This design comes from an exercise in tuning for small area on the open sky130 flow, not from production work. The RTL was checked by simulation tests, not by an equivalence proof against the original design. Power figures rest on the tool's default switching activity, not on a simulated workload.

== run 1 ==
// top_rx_surf
module top_rx_surf(
	input 			clk,
	input 			rst_n,
	input 			data_rx,
	output			flag_en_1,
	output [7:0]	addr_daohang_data,
	output [12:0]	data_rx_end_internet
    );
	wire	[7:0]	data_tx;
	wire			rx_int, clk_bps, cnt_b1, shift;
surf_internet_rx u_surf_internet_rx (
    .clk(clk),
    .rst_n(rst_n),
    .data_rx(data_tx),
    .shift(shift),
    .rx_int(rx_int),
    .cnt_b1(cnt_b1),
	.flag_en_1(flag_en_1),
	.addr_daohang_data(addr_daohang_data),
    .data_rx_end_internet(data_rx_end_internet)
    );
uart_bps_1 u_uart_bps_1 (
    .clk(clk),
    .cnt_start(rx_int),
    .bps_sig(clk_bps),
    .cnt_n(cnt_b1)
    );
uart_receive_1 u_uart_receive_1 (
    .clk(clk),
    .rst_n(rst_n),
    .clk_bps(clk_bps),
    .data_rx(data_rx),
    .rx_int(rx_int),
    .data_tx(data_tx),
    .shift(shift)
    );
endmodule
clock: 10.0 ns
lec_check: 0
cap_margin: 20
core_margin: 2
core_utilization: 40
cts_buf_list: sky130_fd_sc_hd__clkbuf_4
cts_cluster_diameter: 100
cts_cluster_size: 30
slew_margin: 20
standard.sh (not shown) runs the stock make flow with config.mk's settings and CLKGATE_MAP_FILE= SYNTH_SCRIPT=/design/flow/synth_recipe.tcl, a recipe that flattens the netlist after the stock synthesis.
==> flow/flow/run.sh <==
#!/bin/bash
# Layout flow: the standard flow (standard.sh: ORFS with the standard
# synthesis), with two changes to how the layout is made:
#  - the port buffers are the smallest buffer (buf_1) instead of the cell
#    buffer_ports picks by itself;
#  - clock tree synthesis inserts no dummy loads.
# Each tool's output is in the ORFS logs; make's output goes to flow.log.
set -euo pipefail
cd "$(dirname "$0")/.."
bash standard.sh \
  BUFFER_PORTS_ARGS="-buffer_cell sky130_fd_sc_hd__buf_1" \
  CTS_ARGS="-sink_clustering_enable -repair_clock_nets -sink_clustering_size 20 -sink_clustering_max_diameter 100 -buf_list sky130_fd_sc_hd__clkbuf_4 -dont_use_dummy_load" \
  finish > flow.log 2>&1
Modified inputs, run 2 compared to run 1
==> flow/flow/run.sh <==
#!/bin/bash
# Layout flow: the standard flow (standard.sh: ORFS with the standard
# synthesis), with these changes to how the layout is made:
#  - the port buffers are the smallest buffer (buf_1) instead of the cell
#    buffer_ports picks by itself;
#  - clock tree synthesis inserts no dummy loads;
#  - after floorplan, combinational cells get their smallest drive strength
#    (flow/downsize.tcl); the later repair steps size up where needed.
# Each step's tool output is in orfs/logs/; make's output goes to flow.log.
set -euo pipefail
cd "$(dirname "$0")/.."
bash standard.sh \
  BUFFER_PORTS_ARGS="-buffer_cell sky130_fd_sc_hd__buf_1" \
  CTS_ARGS="-sink_clustering_enable -repair_clock_nets -sink_clustering_size 20 -sink_clustering_max_diameter 100 -buf_list sky130_fd_sc_hd__clkbuf_4 -dont_use_dummy_load" \
  POST_FLOORPLAN_TCL="$PWD/flow/downsize.tcl" \
  finish > flow.log 2>&1
==> flow/flow/downsize.tcl (new file) <==
# After floorplan: give every combinational cell the smallest drive strength
# of its kind (same function and pins). Synthesis sized cells for a speed
# target; the design has ample slack, and the placement and CTS repair steps
# that follow size cells up again wherever slew, capacitance or timing need it.
# Registers keep their cells.
set db [ord::get_db]
set block [ord::get_db_block]
set swapped 0
set saved 0
foreach inst [$block getInsts] {
  set master [$inst getMaster]
  set name [$master getName]
  if {![regexp {^(sky130_fd_sc_hd__[a-z0-9]+)_([0-9]+)$} $name -> base drv]} { continue }
  if {[$master isSequential]} { continue }
  if {[regexp {__(df|edf|sdf|dl|conb|tap|fill|decap|clk)} $name]} { continue }
  set best $master
  foreach d {0 1 2 4 6 8 12 16} {
    set cand [$db findMaster ${base}_$d]
    if {$cand == "NULL"} { continue }
    if {[lsearch -exact $::env(DONT_USE_CELLS) [$cand getName]] >= 0} { continue }
    if {[$cand getWidth] < [$best getWidth]} { set best $cand }
  }
  if {$best != $master} {
    set saved [expr {$saved + ([$master getWidth] - [$best getWidth]) * [$master getHeight]}]
    $inst swapMaster $best
    incr swapped
  }
}
puts "downsize: swapped $swapped cells, area saved [expr {$saved / 1e6}] um2"
==> flow/config.mk <==
export PLATFORM = sky130hd
export DESIGN_NAME = top_rx_surf
export DESIGN_NICKNAME = top_rx_surf
export VERILOG_FILES = /design/flow/design.v
export SDC_FILE = /design/flow/constraint.sdc
export NUM_CORES = 4
export LEC_CHECK = 0
export CAP_MARGIN = 5
export CORE_MARGIN = 2
export CORE_UTILIZATION = 40
export CTS_BUF_LIST = sky130_fd_sc_hd__clkbuf_4
export CTS_CLUSTER_DIAMETER = 100
export CTS_CLUSTER_SIZE = 20
export SLEW_MARGIN = 5
--- outcome ---
Run 1 → run 2: remaining max-slew budget at the tightest pin down 5.5 points; global-route wire length before repair level. The clock network fraction of design power of run 2 and that of run 1 are within noise of each other. ~same clock network power in run 1 and run 2. NOTE detailed router's first-iteration violation count run 1->run 2 decreased by more than 10%. Run 2 vs. run 1: met1 layer wirelength in the final routing now sits lower; area growth from synthesis to final layout now sits lower. Run 2 vs. run 1: maximum frequency went down about 6%, sequential share of layout area increased by 0.44 points relative to the old numbers.
--- input diff run 2..run 3 ---
==> flow/run.sh (new file) <==
#!/bin/bash
# synth_recipe.tcl (not shown) runs the flow's synth.tcl, then flattens the netlist and writes it again
# the make line also repeats each setting of config.mk as NAME=value (left out here)
make -C /OpenROAD-flow-scripts/flow DESIGN_CONFIG=/design/flow/config.mk WORK_HOME=/design/flow/orfs CLKGATE_MAP_FILE= SYNTH_SCRIPT=/design/flow/synth_recipe.tcl finish
==> flow/config.mk <==
export PLATFORM = sky130hd
export DESIGN_NAME = top_rx_surf
export DESIGN_NICKNAME = top_rx_surf
export VERILOG_FILES = /design/flow/design.v
export SDC_FILE = /design/flow/constraint.sdc
export NUM_CORES = 4
export LEC_CHECK = 0
export CAP_MARGIN = 20
export CORE_MARGIN = 2
export CORE_UTILIZATION = 40
export CTS_BUF_LIST = sky130_fd_sc_hd__clkbuf_4
export CTS_CLUSTER_DIAMETER = 100
export CTS_CLUSTER_SIZE = 20
export SLEW_MARGIN = 20
removed: flow/flow/run.sh
removed: flow/flow/downsize.tcl
removed: flow/standard.sh
==> run summary <==
- Run 3: no failed stages, no open violations at the end
- Against run 2 as the reference, run 3 delivers a higher vias after detailed routing.
- Comparing run 2 and run 3, fraction of power consumed by the clock network is lower on run 2.
- Clock-pin slew on the worst setup and hold paths up 20 ps in run 3 wrt run 2
- Between run 2 and run 3, worst setup slack is higher for run 3, run 2 comes in under that.
- Taking run 2 as the reference point, the standby leakage power of run 3 rises by about 4.7%.
- Run 3 falls short of run 2 in design area.
- Taking run 2 as the reference, in run 3 total power +12%; worst slack on hold paths picked up an extra 3.9 ps.
- Looking at combinational group share of total power across run 2 and run 3, the one that comes out lower is run 3.
Relative to run 3, the following input files were edited for run 4:
==> flow/flow/run.sh (new file) <==
#!/bin/bash
# Layout flow: the standard flow (standard.sh: ORFS with the standard
# synthesis), with two changes to how the layout is made:
#  - the port buffers are the smallest buffer (buf_1) instead of the cell
#    buffer_ports picks by itself;
#  - clock tree synthesis inserts no dummy loads.
# Each tool's output is in the ORFS logs; make's output goes to flow.log.
set -euo pipefail
cd "$(dirname "$0")/.."
bash standard.sh \
  BUFFER_PORTS_ARGS="-buffer_cell sky130_fd_sc_hd__buf_1" \
  CTS_ARGS="-sink_clustering_enable -repair_clock_nets -sink_clustering_size 40 -sink_clustering_max_diameter 200 -buf_list sky130_fd_sc_hd__clkbuf_8 -dont_use_dummy_load" \
  finish > flow.log 2>&1
==> flow/standard.sh (new file) <==
#!/bin/bash
# synth_recipe.tcl (not shown) runs the flow's synth.tcl, then flattens the netlist and writes it again
# the make line also repeats each setting of config.mk as NAME=value (left out here)
make -C /OpenROAD-flow-scripts/flow DESIGN_CONFIG=/design/flow/config.mk WORK_HOME=/design/flow/orfs CLKGATE_MAP_FILE= SYNTH_SCRIPT=/design/flow/synth_recipe.tcl "${@:-finish}"
-- flow/config.mk --
<<< run 3, line 11
export CTS_BUF_LIST = sky130_fd_sc_hd__clkbuf_4
export CTS_CLUSTER_DIAMETER = 100
export CTS_CLUSTER_SIZE = 20
export SLEW_MARGIN = 20
>>> run 4, line 11
export CTS_BUF_LIST = sky130_fd_sc_hd__clkbuf_4
export CTS_CLUSTER_DIAMETER = 100
export CTS_CLUSTER_SIZE = 30
export SLEW_MARGIN = 20
removed: flow/run.sh
==> run summary <==
- Run 4 vs. run 3: flip-flop and latch count about even; number of buffers and inverters on the critical path shows no meaningful change; fraction of area in registers rose 1.2 points.
- NOTE leakage power run 3->run 4 decreased by a few percent
- The DRC violation total after the first TritonRoute iteration in run 4 sits 24% below the value recorded for run 3.
- Compared with run 3, run 4 shows a achievable clock frequency that is 1.8% higher.
- Synthesized cell area of run 4 is on par with run 3.
- Clock network fraction of total power ended up 1.6 points lower on run 4 than on run 3.
- | global-route usage | run 4 vs run 3 | 0.74 points lower |
- Compared with run 3, run 4 improves flop-to-flop setup slack.
Edits applied to the flow inputs when going from run 4 to run 5:
==> flow/flow/run.sh <==
#!/bin/bash
# Layout flow: the standard flow (standard.sh: ORFS with the standard
# synthesis), with these changes to how the layout is made:
#  - the port buffers are the smallest buffer (buf_1) instead of the cell
#    buffer_ports picks by itself;
#  - clock tree synthesis inserts no dummy loads;
#  - after floorplan, combinational cells get their smallest drive strength
#    (flow/downsize.tcl); the later repair steps size up where needed.
# Each step's tool output is in orfs/logs/; make's output goes to flow.log.
set -euo pipefail
cd "$(dirname "$0")/.."
bash standard.sh \
  BUFFER_PORTS_ARGS="-buffer_cell sky130_fd_sc_hd__buf_1" \
  CTS_ARGS="-sink_clustering_enable -repair_clock_nets -sink_clustering_size 20 -sink_clustering_max_diameter 100 -buf_list {sky130_fd_sc_hd__clkbuf_2 sky130_fd_sc_hd__clkbuf_4} -dont_use_dummy_load" \
  POST_FLOORPLAN_TCL="$PWD/flow/downsize.tcl" \
  finish > flow.log 2>&1
==> flow/flow/downsize.tcl (new file) <==
# After floorplan: give every combinational cell the smallest drive strength
# of its kind (same function and pins). Synthesis sized cells for a speed
# target; the design has ample slack, and the placement and CTS repair steps
# that follow size cells up again wherever slew, capacitance or timing need it.
# Registers keep their cells.
set db [ord::get_db]
set block [ord::get_db_block]
set swapped 0
set saved 0
foreach inst [$block getInsts] {
  set master [$inst getMaster]
  set name [$master getName]
  if {![regexp {^(sky130_fd_sc_hd__[a-z0-9]+)_([0-9]+)$} $name -> base drv]} { continue }
  if {[$master isSequential]} { continue }
  if {[regexp {__(df|edf|sdf|dl|conb|tap|fill|decap|clk)} $name]} { continue }
  set best $master
  foreach d {0 1 2 4 6 8 12 16} {
    set cand [$db findMaster ${base}_$d]
    if {$cand == "NULL"} { continue }
    if {[lsearch -exact $::env(DONT_USE_CELLS) [$cand getName]] >= 0} { continue }
    if {[$cand getWidth] < [$best getWidth]} { set best $cand }
  }
  if {$best != $master} {
    set saved [expr {$saved + ([$master getWidth] - [$best getWidth]) * [$master getHeight]}]
    $inst swapMaster $best
    incr swapped
  }
}
puts "downsize: swapped $swapped cells, area saved [expr {$saved / 1e6}] um2"
## What came out
- Mean number of vias per cell: run 4 vs run 5, no meaningful difference
- On final wirelength: between run 5 and run 4, it ends up lower for run 5.
- Looking at final HPWL from detailed placement, run 5 sits below run 4.
- Register clock-pin slew on the reported worst setup and hold paths: run 5 > run 4
- On internal power consumption: between run 5 and run 4, it ends up higher for run 4.
- In terms of total track usage, run 5 and run 4 differ only marginally.
- Compare run 5 and run 4 | final non-filler cell area lower: run 5
- Run 5 went all the way through the flow, and no timing, DRC or antenna check failed.
- Aggregate negative setup slack: run 4 vs run 5 identical

## separate check: timing with driven ports
How much do the figures lean on ideal ports? The routed layouts below were timed once more, with nothing changed but the port constraints. Step 1 sets driving cells, clkbuf_16 on the clock port and buf_2 on the other inputs (assumed; they add their load-dependent delay and slew). Step 2, shift: input delay + t, output delay - t, t = (earliest + latest rising clock arrival at the registers) / 2. This alone moves slack from input paths to output paths. Slacks: no drivers / after step 1 / after step 2; pairs: no drivers / after step 1.
run	t (ns)	slack for setup (ns)	hold slack, ns	pins driven straight from the clock port
run 1	0.526	4.857 / 4.857 / 4.857	0.371 / 0.371 / 0.371	1
run 2	0.536	4.538 / 4.538 / 4.538	0.371 / 0.371 / 0.371	1
run 3	0.551	4.770 / 4.770 / 4.770	0.375 / 0.375 / 0.375	1
run 4	0.444	4.862 / 4.862 / 4.862	0.367 / 0.367 / 0.367	1
run 5	0.536	4.538 / 4.538 / 4.538	0.371 / 0.371 / 0.371	1
After both steps every run listed still meets setup and hold.
